Context: an optimization exercise on an open-source flow, tuned for small area, a short achievable clock period and few clock cycles. The choices shown serve that exercise and are no tape-out recipe. In this exercise RTL edits were held to simulation tests only and were not proved equivalent to the original. Power and IR drop assume default switching activity.

===== standard.sh =====
#!/bin/bash
# synth_recipe.tcl (not shown) runs the flow's synth.tcl, then flattens the netlist and writes it again
# the make line also repeats each setting of config.mk as NAME=value (left out here)
make -C /OpenROAD-flow-scripts/flow DESIGN_CONFIG=/design/flow/config.mk WORK_HOME=/design/flow/orfs CLKGATE_MAP_FILE= SYNTH_SCRIPT=/design/flow/synth_recipe.tcl "${@:-finish}"

===== design.v =====
`timescale 1ns / 1ps
module CPU(
        input clk,
        input resetn,
        output [13:0] imem_addr,
        input  [31:0] imem_rdata,
        output [13:0] dmem_addr,
        output [31:0] dmem_wdata,
        output        dmem_wen,
        input  [31:0] dmem_rdata,
        output [31:0] debug_wb_pc ,
        output        debug_wb_rf_wen ,
        output [4 :0] debug_wb_rf_addr,
        output [31:0] debug_wb_rf_wdata
        );
    reg  [13:0] pc;          
    reg         fv;          
    reg  [31:0] ir;
    reg         ir_v;
    reg  [31:0] e_a, e_b;    
    reg         e_v, e_wr, e_ld, e_mz;
    reg  [4:0]  e_rd;
    reg  [4:0]  e_sh;
    reg         e_sub, e_arith, e_and, e_or, e_xor, e_pa, e_slt, e_sll;
    reg  [31:0] m_res;       
    reg         m_v, m_wen, m_ld;
    reg  [4:0]  m_rd;
    reg  [13:0] da;          
    reg         dwen;
    reg  [29:0] dbg_pc;
    reg         dbg_wen;
    reg  [4:0]  dbg_rd;
    reg  [31:0] dbg_data;
    reg  [31:0] regs [1:31];
    reg  [31:1] rv;          
    function [32:0] add32;
        input [31:0] a, b;
        input ci;
        reg [31:0] p, G, P, Gn, Pn;
        integer l, i, s;
        begin
            p = a ^ b;
            G = a & b;
            P = p;
            for (l = 0; l < 5; l = l + 1) begin
                Gn = G;
                Pn = P;
                for (i = 0; i < 32; i = i + 1)
                    if ((i >> l) & 1) begin
                        s = ((i >> l) << l) - 1;
                        Gn[i] = G[i] | (P[i] & G[s]);
                        Pn[i] = P[i] & P[s];
                    end
                G = Gn;
                P = Pn;
            end
            add32[0] = p[0] ^ ci;
            for (i = 1; i < 32; i = i + 1)
                add32[i] = p[i] ^ (G[i-1] | (P[i-1] & ci));
            add32[32] = G[31] | (P[31] & ci);
        end
    endfunction
    function [15:0] add16;
        input [15:0] a, b;
        reg [15:0] p, G, P, Gn, Pn;
        integer l, i, s;
        begin
            p = a ^ b;
            G = a & b;
            P = p;
            for (l = 0; l < 4; l = l + 1) begin
                Gn = G;
                Pn = P;
                for (i = 0; i < 16; i = i + 1)
                    if ((i >> l) & 1) begin
                        s = ((i >> l) << l) - 1;
                        Gn[i] = G[i] | (P[i] & G[s]);
                        Pn[i] = P[i] & P[s];
                    end
                G = Gn;
                P = Pn;
            end
            add16[0] = p[0];
            for (i = 1; i < 16; i = i + 1)
                add16[i] = p[i] ^ G[i-1];
        end
    endfunction
    function [29:0] inc30;
        input [29:0] x;
        integer i;
        begin
            inc30[0] = ~x[0];
            for (i = 1; i < 30; i = i + 1)
                inc30[i] = x[i] ^ (&(x | ~((30'd1 << i) - 30'd1)));
        end
    endfunction
    wire [5:0] in_op  = imem_rdata[31:26];
    wire [4:0] in_rs  = imem_rdata[25:21];
    wire [4:0] in_rt  = imem_rdata[20:16];
    wire in_r   = in_op == 6'h00;
    wire in_sto = in_op == 6'h2B;
    wire in_mem = (in_op == 6'h23) | in_sto;
    wire in_use_rs = in_r | in_mem;
    wire in_use_rt = (in_r & (imem_rdata[5:0] != 6'd0)) | in_sto;
    wire [4:0] ir_rd = ir[15:11];
    wire ir_ldo = ir[31:26] == 6'h23;
    wire ir_ld = ir_v & ir_ldo & (ir_rd != 5'd0);
    wire ir_wr = ir_v & (((ir[31:26] == 6'h00) & (ir[25:0] != 26'd0)) | ir_ldo) & (ir_rd != 5'd0);
    wire use_ir  = (in_use_rs & (in_rs == ir_rd)) | (in_use_rt & (in_rt == ir_rd));
    wire base_ir = in_mem & (in_rs == ir_rd);
    wire base_e  = in_mem & e_wr & e_ld & (e_rd != 5'd0) & (in_rs == e_rd);
    wire need2 = ir_ld & base_ir;
    wire need1 = (ir_ld & use_ir) | (ir_wr & base_ir) | base_e;
    reg  [1:0] scnt;         
    wire stall = scnt != 2'd0;
    wire hold_pc = stall ? scnt[1] : (need1 | need2);
    wire [29:0] pc_inc30 = inc30({16'd0, pc});
    wire [13:0] pc_inc = pc_inc30[13:0];
    always @(posedge clk or negedge resetn) begin
        if (!resetn) begin
            pc    <= 14'd0;
            fv    <= 1'b0;
            scnt  <= 2'd0;
            ir_v  <= 1'b0;
        end else begin
            fv    <= 1'b1;
            if (stall) scnt <= scnt - 2'd1;
            else       scnt <= need2 ? 2'd2 : need1 ? 2'd1 : 2'd0;
            if (!hold_pc) pc <= pc_inc;
            if (!stall) ir_v <= fv;
        end
    end
    always @(posedge clk) if (!stall) ir <= imem_rdata;
    assign imem_addr = pc;
    wire [4:0] rs = ir[25:21];
    wire [4:0] rt = ir[20:16];
    wire [4:0] rd = ir[15:11];
    wire [5:0] op = ir[31:26];
    wire [10:0] fn = ir[10:0];
    wire isR = (op == 6'h00) & (ir[25:0] != 26'd0);
    wire isL = op == 6'h23;
    wire isS = op == 6'h2B;
    wire f_sub = fn == 11'h022;
    wire f_and = fn == 11'h024;
    wire f_or  = fn == 11'h025;
    wire f_xor = fn == 11'h026;
    wire f_mz  = fn == 11'h00A;
    wire f_slt = fn == 11'h02A;
    wire f_sll = ir[5:0] == 6'd0;
    reg [31:0] rfa, rfb;
    integer k;
    always @* begin
        rfa = 32'd0;
        rfb = 32'd0;
        for (k = 1; k < 32; k = k + 1) begin
            rfa = rfa | ({32{(rs == k) & rv[k]}} & regs[k]);
            rfb = rfb | ({32{(rt == k) & rv[k]}} & regs[k]);
        end
    end
    wire [31:0] bx = e_b ^ {32{e_sub}};
    wire [32:0] sum = add32(e_a, bx, e_sub);
        wire [31:0] alu = ({32{e_arith}} & sum[31:0]) |
                      ({32{e_and}}   & (e_a & e_b)) |
                      ({32{e_or}}    & (e_a | e_b)) |
                      ({32{e_xor}}   & (e_a ^ e_b)) |
                      ({32{e_pa}}    & e_a) |
                      ({32{e_slt}}   & {31'd0, ~sum[32]}) |
                      ({32{e_sll}}   & (e_a << e_sh));
    wire e_wen = e_v & e_wr & (~e_mz | (e_b == 32'd0));
    wire [31:0] wdata = m_ld ? dmem_rdata : m_res;
    wire fea = e_wen & (e_rd == rs) & (rs != 5'd0);
    wire feb = e_wen & (e_rd == rt) & (rt != 5'd0);
    wire fwa = m_wen & (m_rd == rs) & (rs != 5'd0);
    wire fwb = m_wen & (m_rd == rt) & (rt != 5'd0);
    wire [31:0] opa = fea ? alu : fwa ? wdata : rfa;
    wire [31:0] opb = feb ? alu : fwb ? wdata : rfb;
    wire [15:0] imm = isS ? ir[15:0] : {ir[20:16], ir[10:0]};
    wire [15:0] base = fwa ? m_res[15:0] : rfa[15:0];
    wire [15:0] addr = add16(base, imm);
    wire go = ir_v & ~stall;
    always @(posedge clk) begin
        e_a   <= opa;
        e_b   <= opb;
        e_rd  <= rd;
        e_sh  <= ir[10:6];
        e_sub <= f_sub | f_slt;
        e_arith <= ~(f_and | f_or | f_xor | f_mz | f_slt | f_sll);
        e_and <= f_and;
        e_or  <= f_or;
        e_xor <= f_xor;
        e_pa  <= f_mz;
        e_slt <= f_slt;
        e_sll <= f_sll;
        e_mz  <= isR & f_mz;
        e_ld  <= isL;
        da    <= addr[15:2];
        m_res <= alu;
        m_rd  <= e_rd;
        m_ld  <= e_ld;
    end
    always @(posedge clk or negedge resetn) begin
        if (!resetn) begin
            e_v   <= 1'b0;
            e_wr  <= 1'b0;
            dwen  <= 1'b0;
            m_v   <= 1'b0;
            m_wen <= 1'b0;
        end else begin
            e_v   <= go;
            e_wr  <= go & (isR | isL);
            dwen  <= go & isS;
            m_v   <= e_v;
            m_wen <= e_wen;
        end
    end
    assign dmem_addr  = da;
    assign dmem_wdata = e_b;
    assign dmem_wen   = dwen;
    always @(posedge clk) begin
        if (m_wen && m_rd != 5'd0) regs[m_rd] <= wdata;
        dbg_rd   <= m_rd;
        dbg_data <= wdata;
    end
    always @(posedge clk or negedge resetn) begin
        if (!resetn) begin
            rv      <= 31'd0;
            dbg_wen <= 1'b0;
            dbg_pc  <= 30'd0;
        end else begin
            if (m_wen && m_rd != 5'd0) rv[m_rd] <= 1'b1;
            dbg_wen <= m_wen;
            if (m_v) dbg_pc <= inc30(dbg_pc);
        end
    end
    assign debug_wb_pc       = {dbg_pc, 2'b00};
    assign debug_wb_rf_wen   = dbg_wen;
    assign debug_wb_rf_addr  = dbg_rd;
    assign debug_wb_rf_wdata = dbg_data;
endmodule

===== constraint.sdc =====
create_clock -name core_clock -period 16.0 [get_ports {clk}]
set_input_delay 3.2000 -clock core_clock [delete_from_list [all_inputs] [get_ports {clk}]]
set_output_delay 3.2000 -clock core_clock [all_outputs]
set_load 0.01 [all_outputs]

===== flow/run.sh =====
#!/bin/bash
# Standard ORFS layout (the standard.sh) with the timing repair asked
# to leave SETUP_SLACK_MARGIN ns of setup slack at the design's period.
set -euo pipefail
export SETUP_SLACK_MARGIN=11.6
bash standard.sh > standard_make.log 2>&1

===== config.mk =====
export PLATFORM = sky130hd
export DESIGN_NAME = CPU
export DESIGN_NICKNAME = CPU
export VERILOG_FILES = /design/flow/design.v
export SDC_FILE = /design/flow/constraint.sdc
export NUM_CORES = 4
export LEC_CHECK = 0
export CAP_MARGIN = 20
export CORE_MARGIN = 2
export CORE_UTILIZATION = 45
export SLEW_MARGIN = 20

==> results_dict.tcl, run 1 <==
set metrics [dict create \
    outcome "finished clean" \
    reg2reg_from "ir[21]" \
    yosys_warnings 1 \
    antenna_found_initial 13 \
    die_x_microns 362 \
    fill_cells 10400 \
    cp_top_family "flip-flops" \
    slowest_stage "dfrtp_1" \
    rsz0062_at_grt "yes" \
    final.period_utilization_pct 28.6 \
    synth-edff-count 1024 \
    hold_viol_final 0 \
    ys_seq_elements 1282 \
    io_pins 197 \
    power_frac_clock_pct 45.4 \
    tightest_slew_ns 1.25 \
    p_seq_share_pct 50.9 \
    drive_gt1_share_pct 21.0 \
    path_buf_inv 1 \
    synth_seq_area_share_pct 63.1 \
    drtIter0Drc 10800 \
    wirelength_mm 274 \
    coreArea_sq_um 127000 \
    min_from "e_v" \
    clock_skew_ns 0.0347 \
    grt_pass1_wl_mm 365 \
    syn_area_sq_um 57600 \
    postSynthCellCount 4331 \
    switchingPower_w 0.00158 \
    die_h_microns 362 \
    final_antenna_net_count 0 \
    p_int_w 0.00557 \
    fin_util_pct 54.1 \
    start_util_pct 45.2 \
    hold_depth 0 \
    crit_path_max_fanout 2 \
    wl_met1_mm 89.5 \
    hp-class "flip-flop to flip-flop" \
    clkTransAtPathRegs_ns 0.06 \
    final-seq-area_sq_um 36500 \
    min_to "m_v" \
    synth_top_area_share_pct 53.4 \
    worstReg2RegEnd "da[13]" \
    synthFlopType "edfxtp_1" \
    crit_path_end_kind "output pin" \
    hold_ws_ns 0.372 \
    cts_tree "built" \
    pwr-share-comb_pct 3.8 \
    maxCapViolations 0 \
    cts_root_buf "clkbuf_16" \
    swShare_pct 22.1 \
    synth.area.top_cells "edfxtp_1, a22oi_1, dfxtp_1" \
    worstSetupStartpointType "flip-flop" \
    rows 131 \
    async_flop_share_pct 6.63 \
    peakVddDrop_mv 0.0788 \
    drt-pass1-iter-count 14 \
    cts.hold.buffers_added 0 \
    dp_hpwl_mm 148 \
    cts.sinks 1282 \
    clockBufferDepth 3 \
    crit_chain "buf_2" \
    final_cell_mix "edfxtp_1, a22oi_1, buf_4" \
    met2_wirelength_mm 111 \
    grt_pass1_vias 45300 \
    rr_worst_depth 18 \
    drv_slew 0 \
    finalCriticalPeriod_ns 4.57 \
    grt_overflow 0 \
    multi_input_area_sq_um 20500 \
    route.detailed.drc 0 \
    setup_viol 0 \
    htree_num_levels 4 \
    reg2reg_slack_ns 11.55 \
    vias 48900 \
    dr.max_layer_used "met5" \
    wl_per_cell_microns 42.7 \
    max_slew_margin_pct 16.1 \
    grt_max_degree 66 \
    finalNetCount 4826 \
    worstPathArrival_ns 1.37 \
    routabilityCongestion 0.972 \
    die-area_sq_um 131000 \
    layout_commonest_cell "edfxtp_1" \
    vias_per_cell 7.63 \
    required_ns 12.80 \
    area_growth_pct 19.5 \
    power.density_nw_per_um2 104 \
    synth_top_area_cell "edfxtp_1" \
    synth_cell_types 83 \
    fin_setup_tns_ns 0 \
    grt_use_total_pct 40.3 \
    port_buffers 194 \
    clk_latency_ns 0.81 \
    wl_met3_mm 48.2 \
    critical_path_class "flip-flop to output pin" \
    max_clock_freq_mhz 219 \
    leakagePower_nw 25.2 \
    timing.critical_path.slowest_cell_delay_ns 0.42 \
    numCtsBuffers 136 \
    syn_area_per_cell_sq_um 13.3 \
]
synthesized netlist by cell type, drive strengths merged, types with 63 or more instances:
cell type  instances
nand2            188
ha               131
dfrtp             85
and3              81
clkbuf           276
a222oi            64
o211ai            63
nor3              66
nor2              98
inv              117
o21ai            109
a22oi            501
nand4            111
dfxtp            173
edfxtp          1024
xor2              78
a221oi           217
nand3            152
a22o             200
xnor2             63
worst max path at each step:
stage                              from  depth (start not counted)         endpoint  slack, ns
after floorplan           imem_rdata[1]                          9           pc[12]      11.02
after global placement    imem_rdata[1]                          8            pc[8]      10.08
after detailed placement  imem_rdata[1]                          8            pc[8]      10.11
after CTS                     dbg_pc[8]                          1  debug_wb_pc[10]      11.39
after global routing          dbg_pc[8]                          1  debug_wb_pc[10]      11.40
final                        dbg_pc[17]                          1  debug_wb_pc[19]      11.43
logic make-up (layout without fill, tap and decap cells):
kind of cell	count (synthesis)	after routing	share of synthesized area, %
buf+inv	449	855	2.96
fa+ha+maj	134	134	2.95
compound gates	1367	1368	18.6
other cells	2	9	0.0130
xor+xnor	141	141	2.14
mux	111	111	2.57
flops	1282	1282	63.1
simple gates	845	845	7.70
registers in the layout (all words and copies together), names as in the netlist, 5 cells and up:
signal	flops
m_res	32
rv	31
ir	32
e_sh	5
pc	14
e_rd	5
dbg_rd	5
regs	992
e_a	32
da	14
dbg_pc	30
m_rd	5
e_b	32
dbg_data	32
per-layer routing:
layer | vias up | track usage, %
met5 | - | 2.07
met4 | 32 | 26.1
met3 | 1654 | 20.2
met2 | 5325 | 57.1
met1 | 23600 | 48.1
li1 | 18300 | -
power groups by stage:
stage                     clock (W)  combinational [W]  sequential, W
after detailed placement          0           0.000217        0.00371
final                       0.00324           0.000269        0.00364
after floorplan                   0          0.0000983        0.00371
after global placement            0           0.000216        0.00371
after CTS                   0.00324           0.000249        0.00364
after global routing        0.00337           0.000283        0.00364
area by class of cell:
cell class	count	area share, %
Clock buffer	179	5.43
Sequential cell	1282	53.1
Antenna cell	6	0.0218
Timing Repair inverter	1	0.0109
Clock inverter	72	1.14
Inverter	119	0.654
Tap cell	1662	3.02
Multi-Input combinational cell	2602	29.7
Timing Repair Buffer	484	6.90
per-stage QoR:
step	setup WS [ns]	instances	power, W	instance area, sq um
after CTS	11.39	6344	0.00712	67700
after detailed placement	10.11	5981	0.00393	61600
after global placement	10.08	5981	0.00393	61600
final	11.43	6407	0.00715	68800
after floorplan	11.02	4332	0.00380	57600
after global routing	11.40	6401	0.00730	68800
what timing repair did:
action | CTS | global route
buffers inserted | 106 | 51
gates resized for setup | 917 | 129
pin swaps | 35 | 47
cloned | 6 | 6
setup endpoints to repair | 190 | 177
Testbench counts, summed over its fixed seeds: cycles 3,307.
==> run 2, diff against run 1 <==
--- a/design.v
+++ b/design.v
@@ -118,7 +118,6 @@
     wire [13:0] pc_inc = pc_inc30[13:0];
     always @(posedge clk or negedge resetn) begin
         if (!resetn) begin
-            pc    <= 14'd0;
             fv    <= 1'b0;
             scnt  <= 2'd0;
             ir_v  <= 1'b0;
@@ -126,9 +125,12 @@
             fv    <= 1'b1;
             if (stall) scnt <= scnt - 2'd1;
             else       scnt <= need2 ? 2'd2 : need1 ? 2'd1 : 2'd0;
-            if (!hold_pc) pc <= pc_inc;
             if (!stall) ir_v <= fv;
         end
+    end
+    always @(posedge clk) begin
+        if (!resetn)       pc <= 14'd0;
+        else if (!hold_pc) pc <= pc_inc;
     end
     always @(posedge clk) if (!stall) ir <= imem_rdata;
     assign imem_addr = pc;
@@ -197,18 +199,17 @@
         m_res <= alu;
         m_rd  <= e_rd;
         m_ld  <= e_ld;
+        dwen  <= go & isS;
     end
     always @(posedge clk or negedge resetn) begin
         if (!resetn) begin
             e_v   <= 1'b0;
             e_wr  <= 1'b0;
-            dwen  <= 1'b0;
             m_v   <= 1'b0;
             m_wen <= 1'b0;
         end else begin
             e_v   <= go;
             e_wr  <= go & (isR | isL);
-            dwen  <= go & isS;
             m_v   <= e_v;
             m_wen <= e_wen;
         end
@@ -224,13 +225,14 @@
     always @(posedge clk or negedge resetn) begin
         if (!resetn) begin
             rv      <= 31'd0;
-            dbg_wen <= 1'b0;
-            dbg_pc  <= 30'd0;
         end else begin
             if (m_wen && m_rd != 5'd0) rv[m_rd] <= 1'b1;
-            dbg_wen <= m_wen;
-            if (m_v) dbg_pc <= inc30(dbg_pc);
-        end
+        end
+    end
+    always @(posedge clk) begin
+        dbg_wen <= m_wen;
+        if (!resetn)   dbg_pc <= 30'd0;
+        else if (m_v)  dbg_pc <= inc30(dbg_pc);
     end
     assign debug_wb_pc       = {dbg_pc, 2'b00};
     assign debug_wb_rf_wen   = dbg_wen;
==> results_dict.tcl, run 2 <==
set metrics [dict create \
    outcome "finished clean" \
    synth_top_area_cell "edfxtp_1" \
    min_to "m_ld" \
    min_from "e_ld" \
    numCtsBuffers 136 \
    power.density_nw_per_um2 101 \
    switchingPower_w 0.00151 \
    yosys_warnings 1 \
    clockBufferDepth 3 \
    grt_pass1_vias 45500 \
    worstReg2RegEnd "da[7]" \
    final.period_utilization_pct 28.6 \
    grt_pass1_wl_mm 361 \
    htree_num_levels 4 \
    synth_most_common_cell "edfxtp_1" \
    max_clock_freq_mhz 218 \
    cts_tree "built" \
    antenna_found_initial 19 \
    maxCapViolations 0 \
    coreArea_sq_um 127000 \
    synth_seq_area_share_pct 62.6 \
    clock_skew_ns 0.0309 \
    fin_setup_tns_ns 0 \
    synth_cell_types 83 \
    postSynthCellCount 4446 \
    max_slew_margin_pct 12.5 \
    grt_overflow 0 \
    yosys-top-cells-count "edfxtp_1, a22oi_1, clkbuf_1" \
    syn_area_per_cell_sq_um 13.0 \
    leakagePower_nw 24.8 \
    io_pins 197 \
    hp-class "flip-flop to flip-flop" \
    regMostFlops "regs" \
    p_seq_share_pct 51.9 \
    final_cell_mix "edfxtp_1, a22oi_1, buf_4" \
    die-area_sq_um 131000 \
    hold_viol_final 0 \
    drv_slew 0 \
    vias_per_cell 7.59 \
    tightest_slew_ns 1.31 \
    cts.hold.buffers_added 0 \
    synth-edff-count 1024 \
    largest_register_ffs 992 \
    clkTransAtPathRegs_ns 0.06 \
    drive_gt1_share_pct 20.9 \
    area_growth_pct 19.6 \
    drtIter0Drc 11800 \
    wirelength_mm 272 \
    synth_top_area_share_pct 53.3 \
    reg2reg_from "ir[21]" \
    setup_viol 0 \
    dp_hpwl_mm 140 \
    multi_input_area_sq_um 20600 \
    worstPathArrival_ns 5.25 \
    cts.sinks 1282 \
    rsz0062_at_grt "yes" \
    routabilityCongestion 0.970 \
    async_flop_share_pct 3.04 \
    grt_use_total_pct 39.7 \
    power_frac_clock_pct 45.6 \
    crit_path_max_fanout 6 \
    finalCriticalPeriod_ns 4.58 \
    cts_root_buf "clkbuf_16" \
    synth.area.top_cells "edfxtp_1, a22oi_1, dfxtp_1" \
    vias 49700 \
    final_antenna_net_count 0 \
    drt-pass1-iter-count 17 \
    syn_area_sq_um 57600 \
    rr_worst_depth 17 \
    port_buffers 194 \
    fin_util_pct 54.1 \
    layout_commonest_cell "edfxtp_1" \
    finalNetCount 4968 \
    worstSetupStartpointType "input port" \
    grt_max_degree 65 \
    p_int_w 0.00544 \
    hold_depth 0 \
    ys_seq_elements 1282 \
    synthFlopType "edfxtp_1" \
    route.detailed.drc 0 \
    clk_latency_ns 0.80 \
    pwr-share-comb_pct 2.6 \
    final-seq-area_sq_um 36400 \
    fill_cells 10500 \
    crit_path_end_kind "flip-flop" \
    die_x_microns 362 \
    swShare_pct 21.7 \
    critical_path_class "input port to flip-flop" \
    reg2reg_slack_ns 11.45 \
    wl_per_cell_microns 41.4 \
    peakVddDrop_mv 0.0688 \
    required_ns 16.67 \
    start_util_pct 45.3 \
    die_h_microns 362 \
    rows 131 \
]
run 2: cell count changes after synthesis, moves of 18 or more:
cell,previous run,this run
dfrtp_1,85,39
and2_1,11,45
mux2_2,57,39
nand2_1,188,215
mux2i_1,30,55
a22oi_1,501,596
a22o_1,200,144
a221oi_1,217,173
o21ai_0,107,125
dfxtp_1,173,219
run 2: per-layer routing:
metal / vias up / GRT usage [%] / part of all wire (%)
met5: - / 1.33 / 0.14
met1: 23800 / 48.7 / 33
met4: 28 / 24.0 / 8.8
met2: 5486 / 55.9 / 40
met3: 1747 / 19.7 / 18
li1: 18700 / - / -
run 2: how the worst max path moves through the flow:
stage                   start        endpoint  slack (ns)  cells past startpoint
6_report       imem_rdata[25]           pc[0]       11.42                     12
5_1_grt        imem_rdata[23]          pc[13]       11.36                     13
4_1_cts               e_b[15]  dmem_wdata[15]       11.43                      1
3_5_place_dp   imem_rdata[25]          pc[12]       10.26                     11
3_3_place_gp   imem_rdata[25]          pc[12]       10.24                     11
2_1_floorplan  imem_rdata[25]           pc[0]       11.12                      9
run 2: logic make-up after synthesis:
family | count (synthesis) | share of synthesized area (%)
and+or+nand+nor | 947 | 8.78
xor gates and xnor gates | 141 | 2.14
other | 2 | 0.0130
muxes | 105 | 2.15
DFF | 1282 | 62.6
buffers and inverters | 458 | 3.07
adders and majority gates | 134 | 2.95
AOI/OAI and AO/OA | 1377 | 18.3
run 2: worst max-delay path, stage by stage:
cell	delay (ns)
buf_8	0.10
xor2_1	0.13
nor3_1	0.23
nand3_1	0.14
buf_4	0.16
or4_4	0.55
nor2_4	0.14
nor3_4	0.05
buf_4	0.15
buf_8	0.14
xor2_1	0.13
and2_1	0.13
run 2: timing repair:
item,4_1_cts,5_1_grt
endpoints found under the setup margin,170,157
pin swaps,40,42
resized for setup,937,116
cloned,3,7
setup buffers,138,59
run 2: per-stage QoR:
step	setup WS, ns	cell area, sq um	hold slack, ns	std cells	total power (W)
2_1_floorplan	11.12	57700	0.326	4447	0.00376
3_3_place_gp	10.24	61600	0.360	6085	0.00384
3_5_place_dp	10.26	61600	0.359	6085	0.00384
4_1_cts	11.43	67800	0.367	6474	0.00693
5_1_grt	11.36	68900	0.373	6543	0.00709
6_report	11.42	68900	0.365	6555	0.00696
run 2: layout make-up:
class / count / area share [%]
Multi-Input combinational cell: 2709 / 29.9
Clock buffer: 180 / 5.44
Clock inverter: 68 / 0.929
Antenna cell: 15 / 0.0544
Tap cell: 1662 / 3.02
Sequential cell: 1282 / 52.7
Timing Repair Buffer: 514 / 7.23
Inverter: 125 / 0.681
run 2: power groups by stage:
stage                     Combinational [W]  Sequential, W  Clock, W
final                              0.000179        0.00361   0.00317
after global routing               0.000189        0.00361   0.00329
after CTS                          0.000168        0.00361   0.00316
after detailed placement           0.000156        0.00368         0
after global placement             0.000155        0.00368         0
after floorplan                   0.0000888        0.00367         0
Testbench counts of run 2, summed over its fixed seeds: cycles 3,307.
==> run 3, diff against run 2 <==
--- a/config.mk
+++ b/config.mk
@@ -7,5 +7,5 @@
 export LEC_CHECK = 0
 export CAP_MARGIN = 20
 export CORE_MARGIN = 2
-export CORE_UTILIZATION = 45
+export CORE_UTILIZATION = 55
 export SLEW_MARGIN = 20
==> results_dict.tcl, run 3 <==
set metrics [dict create \
    hold_viol_final 0 \
    synth_most_common_cell "edfxtp_1" \
    antenna_found_initial 21 \
    crit_path_end_kind "flip-flop" \
    grt_pass1_wl_mm 359 \
    fill_cells 7618 \
    grt_pass1_vias 45200 \
    route.detailed.drc 0 \
    layout_commonest_cell "edfxtp_1" \
    die-area_sq_um 107000 \
    cts_root_buf "clkbuf_16" \
    fin_setup_tns_ns 0 \
    area_growth_pct 19.3 \
    regMostFlops "regs" \
    numCtsBuffers 136 \
    dp_hpwl_mm 141 \
    die_x_microns 328 \
    wl_per_cell_microns 43.6 \
    grt_use_total_pct 48.5 \
    start_util_pct 55.5 \
    io_pins 197 \
    clock_skew_ns 0.0268 \
    synthFlopType "edfxtp_1" \
    synth.area.top_cells "edfxtp_1, a22oi_1, dfxtp_1" \
    setup_viol 0 \
    drive_gt1_share_pct 20.6 \
    synth_seq_area_share_pct 62.6 \
    worstSetupStartpointType "input port" \
    total_power_w 0.00714 \
    worstPathArrival_ns 5.20 \
    final_antenna_net_count 0 \
    largest_register_ffs 992 \
    wirelength_mm 273 \
    peakVddDrop_mv 0.117 \
    crit_cells 12 \
    final.period_utilization_pct 28.4 \
    timing.critical_path.slowest_cell_delay_ns 0.56 \
    yosys_warnings 1 \
    grt_overflow 0 \
    syn_area_sq_um 57600 \
    max_clock_freq_mhz 220 \
    hp-class "flip-flop to flip-flop" \
    synth_cell_types 83 \
    path_buf_inv 3 \
    power.density_nw_per_um2 104 \
    port_buffers 194 \
    drv_slew 0 \
    clkTransAtPathRegs_ns 0.06 \
    fin_util_pct 66.2 \
    synth-edff-count 1024 \
    hold_ws_ns 0.357 \
    drt-pass1-iter-count 14 \
    required_ns 16.65 \
    vias_per_cell 7.96 \
    critical_path_class "input port to flip-flop" \
    async_flop_share_pct 3.04 \
    crit_chain "buf_8, xor2_2, nor3_2, nand3_2, or4_4, a31oi_4, nor3_4, buf_6, buf_4, nand2_4, xnor2_2, and2_1" \
    finalNetCount 4959 \
    final_cell_mix "edfxtp_1, a22oi_1, buf_4" \
    rsz0062_at_grt "yes" \
    rows 118 \
    drtIter0Drc 12500 \
    coreArea_sq_um 104000 \
    slowest_stage "or4_4" \
    cts_tree "built" \
    synth_top_area_share_pct 53.3 \
    clk_latency_ns 0.78 \
    grt_max_degree 85 \
    crit_path_max_fanout 7 \
    clockBufferDepth 3 \
    cts.hold.buffers_added 0 \
    htree_num_levels 4 \
    yosys-top-cells-count "edfxtp_1, a22oi_1, clkbuf_1" \
    maxCapViolations 0 \
    cts.sinks 1282 \
    routabilityCongestion 0.969 \
    vias 49900 \
    rr_worst_depth 17 \
    leakagePower_nw 24.9 \
    finalCriticalPeriod_ns 4.55 \
    die_h_microns 328 \
    hold_depth 0 \
    synth_top_area_cell "edfxtp_1" \
    postSynthCellCount 4446 \
    ys_seq_elements 1282 \
    cp_top_family "simple AND/OR/NAND/NOR gates" \
    tightest_slew_ns 1.22 \
    outcome "finished clean" \
    max_slew_margin_pct 18.8 \
    syn_area_per_cell_sq_um 13.0 \
]
==> run 3: path summary, 6_finish.rpt <==
check                      slack [ns]  endpoint           start
max                             11.45     pc[3]  imem_rdata[25]
min                              0.36      m_ld            e_ld
max reg2reg                     11.48     da[7]          ir[24]
min reg2reg                      0.36      m_ld            e_ld
max in group asynchronous       12.78       m_v          resetn
min in group asynchronous        2.62    rv[23]          resetn
==> run 3: power by group <==
group	total, W	switching, W	internal, W
logic	0.000177	0.000110	0.0000678
registers	0.00361	0.0000262	0.00358
clock network	0.00335	0.00140	0.00196
==> run 3: per-layer routing <==
layer	routed length, microns	GRT usage [%]
met1	89800	60.3
met2	108000	67.5
met3	50200	23.4
met4	24500	31.0
met5	373	0.266
==> run 3: layout make-up <==
| type | instances | area (sq um) | share of cell area [%] |
|---|---|---|---|
| clock inverters | 68 | 866 | 1.26 |
| multi-input cells | 2711 | 20500 | 29.9 |
| clock buffers | 184 | 3860 | 5.62 |
| repair buffers | 503 | 4920 | 7.15 |
| diodes | 10 | 25.0 | 0.0364 |
| inverters | 125 | 469 | 0.682 |
| flip-flops and latches | 1282 | 36400 | 52.9 |
| well taps | 1380 | 1730 | 2.51 |
==> run 3: cell families after synthesis <==
logic type,after synthesis,share of synthesized area [%]
xor gates and xnor gates,141,2.14
DFF,1282,62.6
adders and majority gates,134,2.95
and+or+nand+nor,947,8.78
buffers and inverters,458,3.07
AOI/OAI and AO/OA,1377,18.3
other,2,0.0130
muxes,105,2.15
==> run 3: repair_timing <==
action | in CTS | in global routing
setup buffers | 110 | 74
pin swaps | 28 | 47
setup endpoints to repair | 159 | 157
gates resized for setup | 896 | 149
cloned | 3 | 14
==> run 3: stage by stage <==
step	instances	area [sq um]	setup slack (ns)
after floorplan	4447	57700	11.12
after global placement	5800	61200	10.27
after detailed placement	5800	61200	10.26
after CTS	6165	67300	11.46
after global routing	6253	68700	11.39
final	6263	68800	11.45

[static timing again, ports no longer ideal]
Ports are ideal in the flow. The routed layouts listed here were re-timed in OpenROAD. Step 1 assumes that a clkbuf_16 drives the clock port and a buf_2 every other input. Step 2 also shifts input and output timing later by t, the mid clock arrival at the registers, as if the neighbouring blocks saw the same clock. Three values: ideal, step 1, step 2; two values: the first two.
run | t, ns | setup WS [ns] | worst register clock-pin slew, ns | worst data-port slew with drivers (ns)
run 1 | 0.871 | 11.431 / 11.351 / 10.690 | 0.07 / 0.07 | 0.07
run 2 | 0.857 | 11.417 / 11.399 / 10.577 | 0.07 / 0.07 | 0.09
run 3 | 0.845 | 11.451 / 11.416 / 10.625 | 0.07 / 0.07 | 0.10
After both steps setup and hold are still met in every run listed. For run 2, which loses most, drivers alone change the setup slack by -0.018 ns; drivers and shift together by -0.840 ns.
